This is an optimization exercise on Yosys and OpenROAD, whose aim is small area, a short achievable clock period and few clock cycles, not a production implementation.
In this exercise RTL edits were held to simulation tests only and were not proved equivalent to the original.
Power is estimated from default activity; no workload was simulated.

Setup of v23:
## LCD_CTRL
module LCD_CTRL(clk, reset, IROM_Q, cmd, cmd_valid, IROM_EN, IROM_A, IRB_RW, IRB_D, IRB_A, busy, done);
clock: 11.0 ns
lec_check: 0
cap_margin: 20
core_margin: 2
core_utilization: 40
cts_buf_list: sky130_fd_sc_hd__clkbuf_16
cts_cluster_diameter: 70
cts_cluster_size: 25
slew_margin: 20
standard.sh (not shown) runs the stock make flow with config.mk's settings and CLKGATE_MAP_FILE= SYNTH_SCRIPT=/design/flow/synth_recipe.tcl, a recipe that flattens the netlist after the stock synthesis.
==> flow/flow/run.sh <==
#!/bin/bash
# Layout: the standard flow (standard.sh), unchanged, except that its
# timing repair (floorplan, CTS and global-route repair_timing) aims at a
# setup margin of 7.6 ns instead of 0, so it sizes the critical paths for a
# shorter period. The SDC, the clock period and every other step are the
# standard ones. make's full output goes to flow.log here; each ORFS step
# writes its own log under orfs/logs/.
set -euo pipefail
bash standard.sh SETUP_SLACK_MARGIN=7.6 finish > flow.log 2>&1
Nothing crashed in v23 and all stages finished; the problem is that the final layout failed, the offending checks being capacitance limit, slew limit.
Testbench counts of v23, summed over its fixed seeds: cycles 5,582.
The inputs of v1 differ from those of v23 as listed below.
diff --git a/flow/flow/run.sh b/flow/flow/run.sh
--- a/flow/flow/run.sh
+++ b/flow/flow/run.sh
@@ -4 +4 @@
-# setup margin of 7.6 ns instead of 0, so it sizes the critical paths for a
+# setup margin of 7.5 ns instead of 0, so it sizes the critical paths for a
@@ -9 +9 @@
-bash standard.sh SETUP_SLACK_MARGIN=7.6 finish > flow.log 2>&1
+bash standard.sh SETUP_SLACK_MARGIN=7.5 finish > flow.log 2>&1
diff --git a/flow/config.mk b/flow/config.mk
--- a/flow/config.mk
+++ b/flow/config.mk
@@ -11,3 +10,0 @@
-export CTS_BUF_LIST = sky130_fd_sc_hd__clkbuf_16
-export CTS_CLUSTER_DIAMETER = 70
-export CTS_CLUSTER_SIZE = 25
### Flow results
v1: PASS, flow complete, no timing, DRC or antenna violations. Delta (v1 minus v23): time the final worst path needs with I/O delays and setup picked up an extra 0.049 ns; area taken by multi-input logic gates lost 210 um^2; combined buffer and inverter count along the critical path lost 1; wire length reported by the detailed router lost 6500 um. [compare] base=v23 new=v1: floorplan row count has remained practically unchanged, via count has increased.
For v51, these inputs were changed with respect to v1:
diff --git a/flow/flow/run.sh b/flow/flow/run.sh
--- a/flow/flow/run.sh
+++ b/flow/flow/run.sh
@@ -4 +4 @@
-# setup margin of 7.5 ns instead of 0, so it sizes the critical paths for a
+# setup margin of 7.4 ns instead of 0, so it sizes the critical paths for a
@@ -9 +9 @@
-bash standard.sh SETUP_SLACK_MARGIN=7.5 finish > flow.log 2>&1
+bash standard.sh SETUP_SLACK_MARGIN=7.4 finish > flow.log 2>&1
diff --git a/flow/config.mk b/flow/config.mk
--- a/flow/config.mk
+++ b/flow/config.mk
@@ -10,0 +11,3 @@
+export CTS_BUF_LIST = sky130_fd_sc_hd__clkbuf_16
+export CTS_CLUSTER_DIAMETER = 70
+export CTS_CLUSTER_SIZE = 25
--- outcome ---
Between v51 and v1, it is v51 whose length in cells of the worst reg-to-reg path is higher, by 1.
Compare v51 and v1 | layout overhead on the synthesized area higher: v1
Clock share of power on v51 is down relative to v1.
Delta (v51 minus v1): total chip power decreased by about 7% relative to the old numbers, worst slack on hold paths fell by 0.012 ns.
v51 vs v1: final-layout clock-cell area share down
Comparing v51 and v1, critical path's largest stage delay is lower on v51.
### v51 -> v39
diff --git a/flow/flow/run.sh b/flow/flow/run.sh
--- a/flow/flow/run.sh
+++ b/flow/flow/run.sh
@@ -4 +4 @@
-# setup margin of 7.4 ns instead of 0, so it sizes the critical paths for a
+# setup margin of 7.5 ns instead of 0, so it sizes the critical paths for a
@@ -9 +9 @@
-bash standard.sh SETUP_SLACK_MARGIN=7.4 finish > flow.log 2>&1
+bash standard.sh SETUP_SLACK_MARGIN=7.5 finish > flow.log 2>&1
diff --git a/flow/config.mk b/flow/config.mk
--- a/flow/config.mk
+++ b/flow/config.mk
@@ -12,2 +12,2 @@
-export CTS_CLUSTER_DIAMETER = 70
-export CTS_CLUSTER_SIZE = 25
+export CTS_CLUSTER_DIAMETER = 50
+export CTS_CLUSTER_SIZE = 16
## What came out
Compared v39 against v51; data required time of the worst path within noise.
Comparing v39 and v51, the lower worst-case setup slack after placement was measured on v51.
Between v39 and v51, the final estimated routing congestion in global placement figures differ only marginally.
When the final numbers for v39 and v51 were put side by side, the critical path depth turned out to be smaller in v39.


Starting RTL as in the previous note.
export LEC_CHECK = 0
export CAP_MARGIN = 20
export CORE_MARGIN = 2
export CORE_UTILIZATION = 45
export CTS_BUF_LIST = sky130_fd_sc_hd__clkbuf_16
export CTS_CLUSTER_DIAMETER = 70
export CTS_CLUSTER_SIZE = 25
export SLEW_MARGIN = 20
create_clock -name core_clock -period 11.0 [get_ports {clk}]
==> flow/flow/run.sh <==
#!/bin/bash
# Layout: the standard flow (standard.sh), unchanged, except that its
# timing repair (floorplan, CTS and global-route repair_timing) aims at a
# setup margin of 7.5 ns instead of 0, so it sizes the critical paths for a
# shorter period. The SDC, the clock period and every other step are the
# standard ones. make's full output goes to flow.log here; each ORFS step
# writes its own log under orfs/logs/.
set -euo pipefail
bash standard.sh SETUP_SLACK_MARGIN=7.5 finish > flow.log 2>&1
The starting point went through all stages and came out clean.
Testbench counts at the start, summed over its fixed seeds: cycles 5,582.
Then changed:
- CORE_UTILIZATION: 45 -> 40
- CTS_CLUSTER_DIAMETER: 70 -> 60
- CTS_CLUSTER_SIZE: 25 -> 20
The changed run ran to the end with no violations.
Clock power hardly moves.
Wire length went down by 15%.
Power shrinks by about 3.3%.
Clock skew stays flat.
Global-route usage came out lower by 13 points.
Area after synthesis does not change.
Then changed:
- CTS_CLUSTER_DIAMETER: 60 -> 70
- CTS_CLUSTER_SIZE: 20 -> 25
- PLACE_DENSITY: unset -> 0.75
What happened:
- global-route usage grows by 0.22 points
- fmax shrinks by 6.3%
- worst hold slack is better by 0.0045 ns
- setup slack is worse by 0.24 ns
Then changed:
- CTS_CLUSTER_DIAMETER: 70 -> 60
- CTS_CLUSTER_SIZE: 25 -> 22
- PLACE_DENSITY: 0.75 -> unset
Core utilization increases by 0.67 points.
Power rises by 1.5%.
Global-route usage barely changes.
Clock-buffer cell count goes up by 12.
Critical path depth grows by 3.
Sequential cell count does not change.
Clock skew shrinks by 0.012 ns.


== 01-11 ==
LCD_CTRL again, from the RTL that the note above started with.
Settings: LEC_CHECK=0, CAP_MARGIN=20, CORE_MARGIN=2, CORE_UTILIZATION=40, CTS_BUF_LIST=sky130_fd_sc_hd__clkbuf_16, CTS_CLUSTER_DIAMETER=70, CTS_CLUSTER_SIZE=25, SLEW_MARGIN=20; clock period 11.0 ns.
==> flow/flow/run.sh <==
#!/bin/bash
# Layout: the standard flow (standard.sh), unchanged, except that its
# timing repair (floorplan, CTS and global-route repair_timing) aims at a
# setup margin of 7.75 ns instead of 0, so it sizes the critical paths for a
# shorter period. The SDC, the clock period and every other step are the
# standard ones. make's full output goes to flow.log here; each ORFS step
# writes its own log under orfs/logs/.
set -euo pipefail
bash standard.sh SETUP_SLACK_MARGIN=7.75 finish > flow.log 2>&1
Testbench counts of 01-11, summed over its fixed seeds: cycles 5,582.
> inputs changed (01-11 -> 05-24)
diff --git a/flow/flow/run.sh b/flow/flow/run.sh
--- a/flow/flow/run.sh
+++ b/flow/flow/run.sh
@@ -4 +4 @@
-# setup margin of 7.75 ns instead of 0, so it sizes the critical paths for a
+# setup margin of 7.5 ns instead of 0, so it sizes the critical paths for a
@@ -9 +9 @@
-bash standard.sh SETUP_SLACK_MARGIN=7.75 finish > flow.log 2>&1
+bash standard.sh SETUP_SLACK_MARGIN=7.5 finish > flow.log 2>&1
Findings:
- 05-24 finished every step from synthesis to the final layout, and the layout passed the timing, design-rule and antenna checks.
- In 05-24, the sequential group share of total power came out 1.2 points above the value in 01-11.
- Relative to 01-11, combinational power share has gone down in 05-24.
- Portion of total power attributed to the clock network, 01-11 and 05-24: lower on 01-11
- 05-24 ended with less achievable frequency than 01-11.
- 05-24 vs 01-11: placed instance area down slightly
- Depth of the worst register-to-register path: 05-24 vs 01-11 down 4
- Changes observed in 05-24 relative to 01-11: minimum setup slack in the final design went down 0.099 ns; routed wire length went down by 2.0%.
- 05-24 ends up with a static leakage that is about 3.6% lower than in 01-11.

[re-timing with driven ports]
The flow's constraints put no driver on any port. The routed layouts listed below were extracted and timed again, unchanged, in two steps. Step 1, drivers: a clkbuf_16 drives clk and a buf_2 each remaining input, both assumed. Step 2 moves the port delays by t, midway between the first and last clock arrival at a register: inputs arrive t later, outputs are due t later. That takes back most of the time a late clock gives input paths. Slacks: ideal / step 1 / step 2; pairs: ideal / step 1.
| run | t, ns | slack for setup (ns) | worst setup path at the end | pins driven straight from the clock port |
|---|---|---|---|---|
| v23 | 0.724 | 7.393 / 7.393 / 6.964 | input to register | 1 |
| v1 | 0.714 | 7.344 / 7.344 / 6.940 | input to register | 1 |
| v51 | 0.720 | 7.284 / 7.284 / 6.914 | input to register | 1 |
| v39 | 0.722 | 7.348 / 7.348 / 6.846 | input to register | 1 |
| the first run of note 2 | 0.727 | 7.175 / 7.175 / 6.911 | input to register | 1 |
| the second run of note 2 | 0.728 | 7.398 / 7.380 / 6.925 | input to register | 1 |
| the third run of note 2 | 0.736 | 7.154 / 7.154 / 6.699 | input to register | 1 |
| the fourth run of note 2 | 0.741 | 7.388 / 7.379 / 6.890 | input to register | 1 |
| 01-11 | 0.730 | 7.437 / 7.367 / 7.053 | input to register | 1 |
| 05-24 | 0.719 | 7.337 / 7.337 / 6.892 | input to register | 1 |
For v39, which loses most, drivers alone change the setup slack by 0.000 ns; drivers and shift together by -0.502 ns.
